Background: an optimization exercise with open tools, aiming at small area, a short achievable clock period and few clock cycles per item. Do not read the settings as production practice. At most, simulation tests tie the RTL to the original design; equivalence was not proved.

==> pepper: inputs <==
// div
module	div(i_clk, i_reset, i_wr, i_signed, i_numerator, i_denominator,
		o_busy, o_valid, o_err, o_quotient, o_flags);
==> module div, before the edit <==
module	div(i_clk, i_reset, i_wr, i_signed, i_numerator, i_denominator,
		o_busy, o_valid, o_err, o_quotient, o_flags);
	input	wire		i_clk, i_reset;
	input	wire		i_wr, i_signed;
	input	wire	[31:0]	i_numerator, i_denominator;
	output	reg		o_busy, o_valid, o_err;
	output	wire	[31:0]	o_quotient;
	output	wire	[3:0]	o_flags;
	localparam	SA = 2, SB = 8;	 
	reg	[32:0]	R;
	reg	[31:0]	N, D;
	reg	[32:0]	D3;
	reg		dneg, qneg;
	reg		pre, post, fst;
	reg	[3:0]	c;		 
	reg		zf;
	wire	[32:0]	DE = { dneg, D };
	always @(posedge i_clk)
		D3 <= DE + { DE[31:0], 1'b0 };
	wire		rneg = R[32];
	reg	[7:0]	ivq;
	wire	[32:0]	DX = { !rneg, D ^ { {(8){ivq[3]}}, {(8){ivq[2]}},
				{(8){ivq[1]}}, {(8){ivq[0]}} } };
	wire	[32:0]	D3X = D3 ^ { {(9){ivq[7]}}, {(8){ivq[6]}},
				{(8){ivq[5]}}, {(8){ivq[4]}} };
	wire	[33:0]	S1X = { R[31:0], N[31], 1'b1 } + { DX, ivq[0] };
	wire	[33:0]	V1X = { R[30:0], N[31:30], 1'b1 } + { DX, ivq[1] };
	wire	[33:0]	V3X = { R[30:0], N[31:30], 1'b1 } + { D3X, ivq[4] };
	wire		s1 = S1X[33];
	wire	[32:0]	S2 = (s1 == rneg) ? V3X[33:1] : V1X[33:1];
	wire		q1 = !s1;
	wire		q2 = !S2[32];
	wire	[31:0]	H;
	genvar	gi;
	generate for(gi=0; gi<32; gi=gi+1)
	begin : GEN_H
		if (gi == 31)
			assign	H[gi] = 1'b1;
		else
			assign	H[gi] = !(|D[31:gi+1]);
	end endgenerate
	wire	[31:0]	RA = { R[31-SA:0], N[31:32-SA] };
	wire	[31:0]	RB = { R[31-SB:0], N[31:32-SB] };
	wire		skA = !rneg && !dneg && !(|(RA & H))
				&& (c <= 14 - SA/2);
	wire		skB = !rneg && !dneg && !(|(RB & H))
				&& (c <= 14 - SB/2);
	wire		last = (&c);
	wire		dz = !(|D);
	always @(posedge i_clk)
	if (i_reset)
	begin
		o_busy  <= 1'b0;
		o_valid <= 1'b0;
		o_err   <= 1'b0;
		pre  <= 1'b0;
		post <= 1'b0;
		fst  <= 1'b0;
	end else begin
		o_valid <= 1'b0;
		o_err   <= 1'b0;
		fst     <= 1'b0;
		if (!o_busy)
		begin
			o_busy <= i_wr;
			pre    <= i_wr && i_signed && i_numerator[31];
			fst    <= i_wr;
			post   <= 1'b0;
		end else if (pre)
			pre <= 1'b0;
		else if (post)
		begin
			post    <= 1'b0;
			o_busy  <= 1'b0;
			o_valid <= 1'b1;
			o_err   <= dz;
		end else if (last && !skA && !fst)
		begin
			if (qneg)
				post <= 1'b1;
			else begin
				o_busy  <= 1'b0;
				o_valid <= 1'b1;
				o_err   <= dz;
			end
		end
	end
	always @(posedge i_clk)
	if (!o_busy)
	begin
		R <= 33'h0;
		N <= i_numerator;
		dneg <= i_signed && i_denominator[31];
		D <= i_denominator;
		qneg <= i_signed && (i_numerator[31] ^ i_denominator[31]);
		c  <= 4'h0;
		zf <= 1'b1;
		ivq <= {(8){!(i_signed && i_denominator[31])}};
	end else if (pre || post)
	begin
		R <= 33'h0;
		N <= -N;
		ivq[1] <= !dneg;
		ivq[2] <= pre && ivq[2];
		ivq[3] <= post || !dneg;
		ivq[4] <= post || ivq[4];
		ivq[5] <= pre && !dneg;
		ivq[6] <= post ? ivq[6] : !dneg;
		ivq[7] <= pre ? ivq[7] : !dneg;
	end
	else if (skB)
	begin
		R <= { 1'b0, RB };
		ivq <= {(8){!dneg}};
		N <= { N[31-SB:0], {(SB){1'b0}} };
		c <= c + SB/2;
	end else if (skA)
	begin
		R <= { 1'b0, RA };
		ivq <= {(8){!dneg}};
		N <= { N[31-SA:0], {(SA){1'b0}} };
		c <= c + SA/2;
	end else if (!fst)
	begin
		R <= S2;
		if (q1 || q2)
			zf <= 1'b0;
		ivq <= {(8){!(S2[32] ^ dneg)}};
		N <= { N[29:0], q1, q2 };
		c <= c + 4'd1;
	end
	assign	o_quotient = N;
	assign	o_flags = { 1'b0, N[31], !(|R) && !qneg, zf };
endmodule
export LEC_CHECK = 0
export CAP_MARGIN = 20
export CORE_MARGIN = 2
export CORE_UTILIZATION = 40
export CTS_BUF_LIST = sky130_fd_sc_hd__clkbuf_8
export SETUP_SLACK_MARGIN = 1.2
export SLEW_MARGIN = 20
create_clock -name core_clock -period 5.0 [get_ports {i_clk}]
standard.sh (not shown) runs the stock make flow with config.mk's settings and CLKGATE_MAP_FILE= SYNTH_SCRIPT=/design/flow/synth_recipe.tcl, a recipe that flattens the netlist after the stock synthesis.
==> flow/flow/run.sh <==
#!/bin/bash
# The standard layout, with plain buf_1 cells as the port buffers.
set -euo pipefail
bash standard.sh "BUFFER_PORTS_ARGS=-buffer_cell sky130_fd_sc_hd__buf_1" finish > standard_flow.log 2>&1
==> inputs of cedar, as changes to pepper <==
==> flow/design.v (replaced) <==
`default_nettype	none
module	div(i_clk, i_reset, i_wr, i_signed, i_numerator, i_denominator,
		o_busy, o_valid, o_err, o_quotient, o_flags);
	input	wire		i_clk, i_reset;
	input	wire		i_wr, i_signed;
	input	wire	[31:0]	i_numerator, i_denominator;
	output	reg		o_busy, o_valid, o_err;
	output	wire	[31:0]	o_quotient;
	output	wire	[3:0]	o_flags;
	localparam	SA = 2, SB = 8;	 
	localparam	G = 1;		 
	reg	[32:0]	R;
	reg	[31:0]	N, D;
	reg		dneg, qneg;
	reg		pre, post;
	reg	[4:0]	c;
	reg		zf;
	wire		rneg = R[32];
	reg	[3:0]	ivq;
	wire	[31:0]	DX = D ^ { {(8){ivq[3]}}, {(8){ivq[2]}},
				{(8){ivq[1]}}, {(8){ivq[0]}} };
	wire	[33:0]	SX = { R[31:0], N[31], 1'b1 } + { !rneg, DX, ivq[0] };
	wire	[32:0]	S = SX[33:1];
	wire		q = !S[32];
	wire	[31:0]	H;
	genvar	gi;
	generate for(gi=0; gi<32; gi=gi+1)
	begin : GEN_H
		if ((gi/G)*G+G >= 32)
			assign	H[gi] = 1'b1;
		else
			assign	H[gi] = !(|D[31:(gi/G)*G+G]);
	end endgenerate
	wire	[31:0]	RA = { R[31-SA:0], N[31:32-SA] };
	wire	[31:0]	RB = { R[31-SB:0], N[31:32-SB] };
	wire		skA = !rneg && !dneg && !(|(RA & H))
				&& ({ 1'b0, c } + SA <= 31);
	wire		skB = !rneg && !dneg && !(|(RB & H))
				&& ({ 1'b0, c } + SB <= 31);
	wire		last = (&c);
	wire		dz = !(|D);
	always @(posedge i_clk)
	if (i_reset)
	begin
		o_busy  <= 1'b0;
		o_valid <= 1'b0;
		o_err   <= 1'b0;
		pre  <= 1'b0;
		post <= 1'b0;
	end else begin
		o_valid <= 1'b0;
		o_err   <= 1'b0;
		if (!o_busy)
		begin
			o_busy <= i_wr;
			pre    <= i_wr && i_signed && i_numerator[31];
			post   <= 1'b0;
		end else if (pre)
			pre <= 1'b0;
		else if (post)
		begin
			post    <= 1'b0;
			o_busy  <= 1'b0;
			o_valid <= 1'b1;
			o_err   <= dz;
		end else if (last)
		begin
			if (qneg)
				post <= 1'b1;
			else begin
				o_busy  <= 1'b0;
				o_valid <= 1'b1;
				o_err   <= dz;
			end
		end
	end
	always @(posedge i_clk)
	if (!o_busy)
	begin
		R <= 33'h0;
		N <= i_numerator;
		dneg <= i_signed && i_denominator[31];
		D <= i_denominator;
		qneg <= i_signed && (i_numerator[31] ^ i_denominator[31]);
		c  <= 5'h0;
		zf <= 1'b1;
		ivq <= {(4){!(i_signed && i_denominator[31])}};
	end else if (pre || post)
	begin
		N <= -N;
		ivq[1] <= !dneg;
		ivq[2] <= pre && ivq[2];
		ivq[3] <= post || !dneg;
	end
	else if (skB)
	begin
		R <= { 1'b0, RB };
		ivq <= {(4){!dneg}};
		N <= { N[31-SB:0], {(SB){1'b0}} };
		c <= c + SB;
	end else if (skA)
	begin
		R <= { 1'b0, RA };
		ivq <= {(4){!dneg}};
		N <= { N[31-SA:0], {(SA){1'b0}} };
		c <= c + SA;
	end else begin
		R <= S;
		if (q)
			zf <= 1'b0;
		ivq <= {(4){!(S[32] ^ dneg)}};
		N <= { N[30:0], q };
		c <= c + 5'd1;
	end
	assign	o_quotient = N;
	assign	o_flags = { 1'b0, N[31], !(|R) && !qneg, zf };
endmodule
==> flow/run.sh (new file) <==
#!/bin/bash
# synth_recipe.tcl (not shown) runs the flow's synth.tcl, then flattens the netlist and writes it again
# the make line also repeats each setting of config.mk as NAME=value (left out here)
make -C /OpenROAD-flow-scripts/flow DESIGN_CONFIG=/design/flow/config.mk WORK_HOME=/design/flow/orfs CLKGATE_MAP_FILE= SYNTH_SCRIPT=/design/flow/synth_recipe.tcl finish
--- a/flow/config.mk
+++ b/flow/config.mk
@@ -10,3 +10,2 @@
 export CORE_UTILIZATION = 40
-export CTS_BUF_LIST = sky130_fd_sc_hd__clkbuf_8
 export SETUP_SLACK_MARGIN = 1.2
removed: flow/flow/run.sh
removed: flow/standard.sh
==> inputs of ember, as changes to pepper <==
==> flow/design.v (replaced) <==
`default_nettype	none
module	div(i_clk, i_reset, i_wr, i_signed, i_numerator, i_denominator,
		o_busy, o_valid, o_err, o_quotient, o_flags);
	input	wire		i_clk, i_reset;
	input	wire		i_wr, i_signed;
	input	wire	[31:0]	i_numerator, i_denominator;
	output	reg		o_busy, o_valid, o_err;
	output	wire	[31:0]	o_quotient;
	output	wire	[3:0]	o_flags;
	localparam	SA = 2, SB = 8;	 
	localparam	G = 2;		 
	reg	[32:0]	R;
	reg	[31:0]	N, D;
	reg		dneg, qneg;
	reg		pre, post;
	reg	[4:0]	c;
	wire		rneg = R[32];
	reg	[3:0]	ivq;
	wire	[31:0]	DX = D ^ { {(8){ivq[3]}}, {(8){ivq[2]}},
				{(8){ivq[1]}}, {(8){ivq[0]}} };
	wire	[33:0]	SX = { R[31:0], N[31], 1'b1 } + { !rneg, DX, ivq[0] };
	wire	[32:0]	S = SX[33:1];
	wire		q = !S[32];
	wire	[31:0]	H;
	genvar	gi;
	generate for(gi=0; gi<32; gi=gi+1)
	begin : GEN_H
		if ((gi/G)*G+G >= 32)
			assign	H[gi] = 1'b1;
		else
			assign	H[gi] = !(|D[31:(gi/G)*G+G]);
	end endgenerate
	wire	[31:0]	RA = { R[31-SA:0], N[31:32-SA] };
	wire	[31:0]	RB = { R[31-SB:0], N[31:32-SB] };
	wire		skA = !rneg && !dneg && !(|(RA & H))
				&& ({ 1'b0, c } + SA <= 31);
	wire		skB = !rneg && !dneg && !(|(RB & H))
				&& ({ 1'b0, c } + SB <= 31);
	wire		last = (&c);
	wire		dz = !(|D);
	always @(posedge i_clk)
	if (i_reset)
	begin
		o_busy  <= 1'b0;
		o_valid <= 1'b0;
		o_err   <= 1'b0;
		pre  <= 1'b0;
		post <= 1'b0;
	end else begin
		o_valid <= 1'b0;
		o_err   <= 1'b0;
		if (!o_busy)
		begin
			o_busy <= i_wr;
			pre    <= i_wr && i_signed && i_numerator[31];
			post   <= 1'b0;
		end else if (pre)
			pre <= 1'b0;
		else if (post)
		begin
			post    <= 1'b0;
			o_busy  <= 1'b0;
			o_valid <= 1'b1;
			o_err   <= dz;
		end else if (last)
		begin
			if (qneg)
				post <= 1'b1;
			else begin
				o_busy  <= 1'b0;
				o_valid <= 1'b1;
				o_err   <= dz;
			end
		end
	end
	always @(posedge i_clk)
	if (!o_busy)
	begin
		R <= 33'h0;
		N <= i_numerator;
		dneg <= i_signed && i_denominator[31];
		D <= i_denominator;
		qneg <= i_signed && (i_numerator[31] ^ i_denominator[31]);
		c  <= 5'h0;
		ivq <= {(4){!(i_signed && i_denominator[31])}};
	end else if (pre || post)
	begin
		N <= -N;
		ivq[1] <= !dneg;
		ivq[2] <= pre && ivq[2];
		ivq[3] <= post || !dneg;
	end
	else if (skB)
	begin
		R <= { 1'b0, RB };
		ivq <= {(4){!dneg}};
		N <= { N[31-SB:0], {(SB){1'b0}} };
		c <= c + SB;
	end else if (skA)
	begin
		R <= { 1'b0, RA };
		ivq <= {(4){!dneg}};
		N <= { N[31-SA:0], {(SA){1'b0}} };
		c <= c + SA;
	end else begin
		R <= S;
		ivq <= {(4){!(S[32] ^ dneg)}};
		N <= { N[30:0], q };
		c <= c + 5'd1;
	end
	assign	o_quotient = N;
	assign	o_flags = { 1'b0, N[31], !(|R) && !qneg, !(|N) };
endmodule
==> flow/run.sh (new file) <==
#!/bin/bash
# synth_recipe.tcl (not shown) runs the flow's synth.tcl, then flattens the netlist and writes it again
# the make line also repeats each setting of config.mk as NAME=value (left out here)
make -C /OpenROAD-flow-scripts/flow DESIGN_CONFIG=/design/flow/config.mk WORK_HOME=/design/flow/orfs CLKGATE_MAP_FILE= SYNTH_SCRIPT=/design/flow/synth_recipe.tcl finish
--- a/flow/config.mk
+++ b/flow/config.mk
@@ -10,4 +10,3 @@
 export CORE_UTILIZATION = 40
-export CTS_BUF_LIST = sky130_fd_sc_hd__clkbuf_8
-export SETUP_SLACK_MARGIN = 1.2
+export SETUP_SLACK_MARGIN = 1
 export SLEW_MARGIN = 20
removed: flow/flow/run.sh
removed: flow/standard.sh
==> inputs of nickel, as changes to pepper <==
==> flow/design.v (replaced) <==
`default_nettype	none
module	div(i_clk, i_reset, i_wr, i_signed, i_numerator, i_denominator,
		o_busy, o_valid, o_err, o_quotient, o_flags);
	input	wire		i_clk, i_reset;
	input	wire		i_wr, i_signed;
	input	wire	[31:0]	i_numerator, i_denominator;
	output	reg		o_busy, o_valid, o_err;
	output	wire	[31:0]	o_quotient;
	output	wire	[3:0]	o_flags;
	localparam	SA = 2, SB = 8;	 
	localparam	G = 1;		 
	reg	[32:0]	R;
	reg	[31:0]	N, D;
	reg		dneg, qneg;
	reg		pre, post;
	reg	[4:0]	c;
	reg		zf, cf;
	wire		rneg = R[32];
	reg	[3:0]	ivq;
	wire	[31:0]	DX = D ^ { {(8){ivq[3]}}, {(8){ivq[2]}},
				{(8){ivq[1]}}, {(8){ivq[0]}} };
	wire	[32:0]	SA_ = { R[31:0], N[31] };
	wire	[32:0]	SB_ = { !rneg, DX };
	wire	[33:0]	SX = { SA_, 1'b1 } + { SB_, ivq[0] };
	wire	[32:0]	S = SX[33:1];
	wire		q = !S[32];
	wire		exact = !(|S);
	wire	[31:0]	H;
	genvar	gi;
	generate for(gi=0; gi<32; gi=gi+1)
	begin : GEN_H
		if ((gi/G)*G+G >= 32)
			assign	H[gi] = 1'b1;
		else
			assign	H[gi] = !(|D[31:(gi/G)*G+G]);
	end endgenerate
	wire	[31:0]	RA = { R[31-SA:0], N[31:32-SA] };
	wire	[31:0]	RB = { R[31-SB:0], N[31:32-SB] };
	wire		skA = !rneg && !dneg && !(|(RA & H))
				&& (c <= 31-SA);
	wire		skB = !rneg && !dneg && !(|(RB & H))
				&& (c <= 31-SB);
	wire		last = (&c);
	wire		dz = !(|D);
	always @(posedge i_clk)
	if (i_reset)
	begin
		o_busy  <= 1'b0;
		o_valid <= 1'b0;
		o_err   <= 1'b0;
		pre  <= 1'b0;
		post <= 1'b0;
	end else begin
		o_valid <= 1'b0;
		o_err   <= 1'b0;
		if (!o_busy)
		begin
			o_busy <= i_wr;
			pre    <= i_wr && i_signed && i_numerator[31];
			post   <= 1'b0;
		end else if (pre)
			pre <= 1'b0;
		else if (post)
		begin
			post    <= 1'b0;
			o_busy  <= 1'b0;
			o_valid <= 1'b1;
			o_err   <= dz;
		end else if (last)
		begin
			if (qneg)
				post <= 1'b1;
			else begin
				o_busy  <= 1'b0;
				o_valid <= 1'b1;
				o_err   <= dz;
			end
		end
	end
	always @(posedge i_clk)
	if (!o_busy)
	begin
		R <= 33'h0;
		N <= i_numerator;
		dneg <= i_signed && i_denominator[31];
		D <= i_denominator;
		qneg <= i_signed && (i_numerator[31] ^ i_denominator[31]);
		c  <= 5'h0;
		zf <= 1'b1;
		cf <= 1'b0;
		ivq <= {(4){!(i_signed && i_denominator[31])}};
	end else if (pre || post)
	begin
		N <= -N;
		ivq[1] <= !dneg;
		ivq[2] <= pre && ivq[2];
		ivq[3] <= post || !dneg;
	end
	else if (skB)
	begin
		R <= { 1'b0, RB };
		ivq <= {(4){!dneg}};
		N <= { N[31-SB:0], {(SB){1'b0}} };
		c <= c + SB;
	end else if (skA)
	begin
		R <= { 1'b0, RA };
		ivq <= {(4){!dneg}};
		N <= { N[31-SA:0], {(SA){1'b0}} };
		c <= c + SA;
	end else begin
		R <= S;
		if (q)
			zf <= 1'b0;
		cf <= exact && !qneg;
		ivq <= {(4){!(S[32] ^ dneg)}};
		N <= { N[30:0], q };
		c <= c + 5'd1;
	end
	assign	o_quotient = N;
	assign	o_flags = { 1'b0, N[31], cf, zf };
endmodule
==> flow/run.sh (new file) <==
#!/bin/bash
# synth_recipe.tcl (not shown) runs the flow's synth.tcl, then flattens the netlist and writes it again
# the make line also repeats each setting of config.mk as NAME=value (left out here)
make -C /OpenROAD-flow-scripts/flow DESIGN_CONFIG=/design/flow/config.mk WORK_HOME=/design/flow/orfs CLKGATE_MAP_FILE= SYNTH_SCRIPT=/design/flow/synth_recipe.tcl finish
--- a/flow/config.mk
+++ b/flow/config.mk
@@ -10,4 +10,3 @@
 export CORE_UTILIZATION = 40
-export CTS_BUF_LIST = sky130_fd_sc_hd__clkbuf_8
-export SETUP_SLACK_MARGIN = 1.2
+export SETUP_SLACK_MARGIN = 2.0
 export SLEW_MARGIN = 20
removed: flow/flow/run.sh
removed: flow/standard.sh
==> flow_summary_export.csv <==
group,metric,value,unit
outcome,outcome,"no timing/DRC/antenna violations",
floorplanning,core_region_area,0.0202,mm²
final_layout,fin_cells,1403,
worst_setup_path,cp_top_family,"buffers and inverters",
routing,drtIter0Drc,657,
final_layout,stdcell_area,0.0103,mm²
grt,grt_pass1_wl,41700,µm
power_and_ir_drop,power_density,697,mW/mm²
the above is filed under ember

==> flow_summary_export.csv <==
group,metric,value,unit
power_and_ir_drop,power_density,662,mW/mm²
grt,grt_pass1_wl,65800,µm
final_layout,fin_cells,2225,
outcome,violatedChecks,"setup timing",
routing,drtIter0Drc,1089,
sta,setup_viol,32,
grt,antenna_found_initial,0,
outcome,outcome,"complete, but fails checks",
final_layout,stdcell_area,0.0167,mm²
sta,setup_slack,-0.514,ns
worst_setup_path,cp_top_family,"compound AO/OA/AOI/OAI gates",
power_and_ir_drop,p_clk,1.05,mW
the above is filed under pepper

==> flow_summary_export.csv <==
group,metric,value,unit
outcome,outcome,"no timing/DRC/antenna violations",
final_layout,multiInputCombCellCount,899,
floorplanning,core_region_area,0.0220,mm²
place,gp_congestion,0.915,
flow_run,timing.max_cap.violations,0,
synthesis,synth-edff-count,36,
routing,drtIter0Drc,994,
sta,skew,0.0130,ns
final_layout,stdcell_area,0.0133,mm²
final_layout,bufAreaShareNonClock,18.7,%
synthesis,synthCells,1120,
grt,grt_pass1_wl,50800,µm
worst_setup_path,cp_top_family,"simple AND/OR/NAND/NOR gates",
cts,clk_path_buf_depth,2,
sta,period_share,71.8,%
the above is filed under nickel

==> flow_summary_export.csv <==
group,metric,value,unit
final_layout,stdcell_area,0.0104,mm²
grt,grt_pass1_wl,43200,µm
sta,setup_viol,0,
synthesis,async_flop_share,0,%
final_layout,fin_cells,1376,
routing,drtIter0Drc,714,
worst_setup_path,cp_top_family,"compound AO/OA/AOI/OAI gates",
outcome,outcome,"no timing/DRC/antenna violations",
floorplanning,core_region_area,0.0210,mm²
power_and_ir_drop,power_density,483,mW/mm²
the above is filed under cedar

Testbench counts of cedar, summed over its fixed seeds: cycles 39,902, items 2,048.
The RTL of pepper, ember and nickel was laid out without a check of its function.

static timing again, ports no longer ideal:
The results above use ideal ports. As a check the final layouts listed here were re-extracted and re-timed, cells and wires unchanged. Step 1: set_driving_cell puts a clkbuf_16 on i_clk and a buf_2 on each other input, an assumption about the parent block. Step 2 moves the port delays by t, midway between the first and last clock arrival at a register: inputs arrive t later, outputs are due t later. That takes back most of the time a late clock gives input paths. Slacks: ideal ports / drivers / drivers and shift; pairs: ideal ports / drivers.
| run | t, ns | setup WS [ns] | worst setup path at the end | slew at the worst register clock pin (ns) | worst data-port slew with drivers (ns) |
|---|---|---|---|---|---|
| pepper | 0.548 | -0.514 / -0.514 / -0.514 | register to register | 0.10 / 0.10 | 0.05 |
| cedar | 0.473 | 1.385 / 1.385 / 1.385 | register to register | 0.06 / 0.06 | 0.05 |
| ember | 0.469 | 0.913 / 0.913 / 0.913 | register to register | 0.06 / 0.06 | 0.06 |
| nickel | 0.472 | 1.411 / 1.411 / 1.411 | register to register | 0.06 / 0.06 | 0.06 |
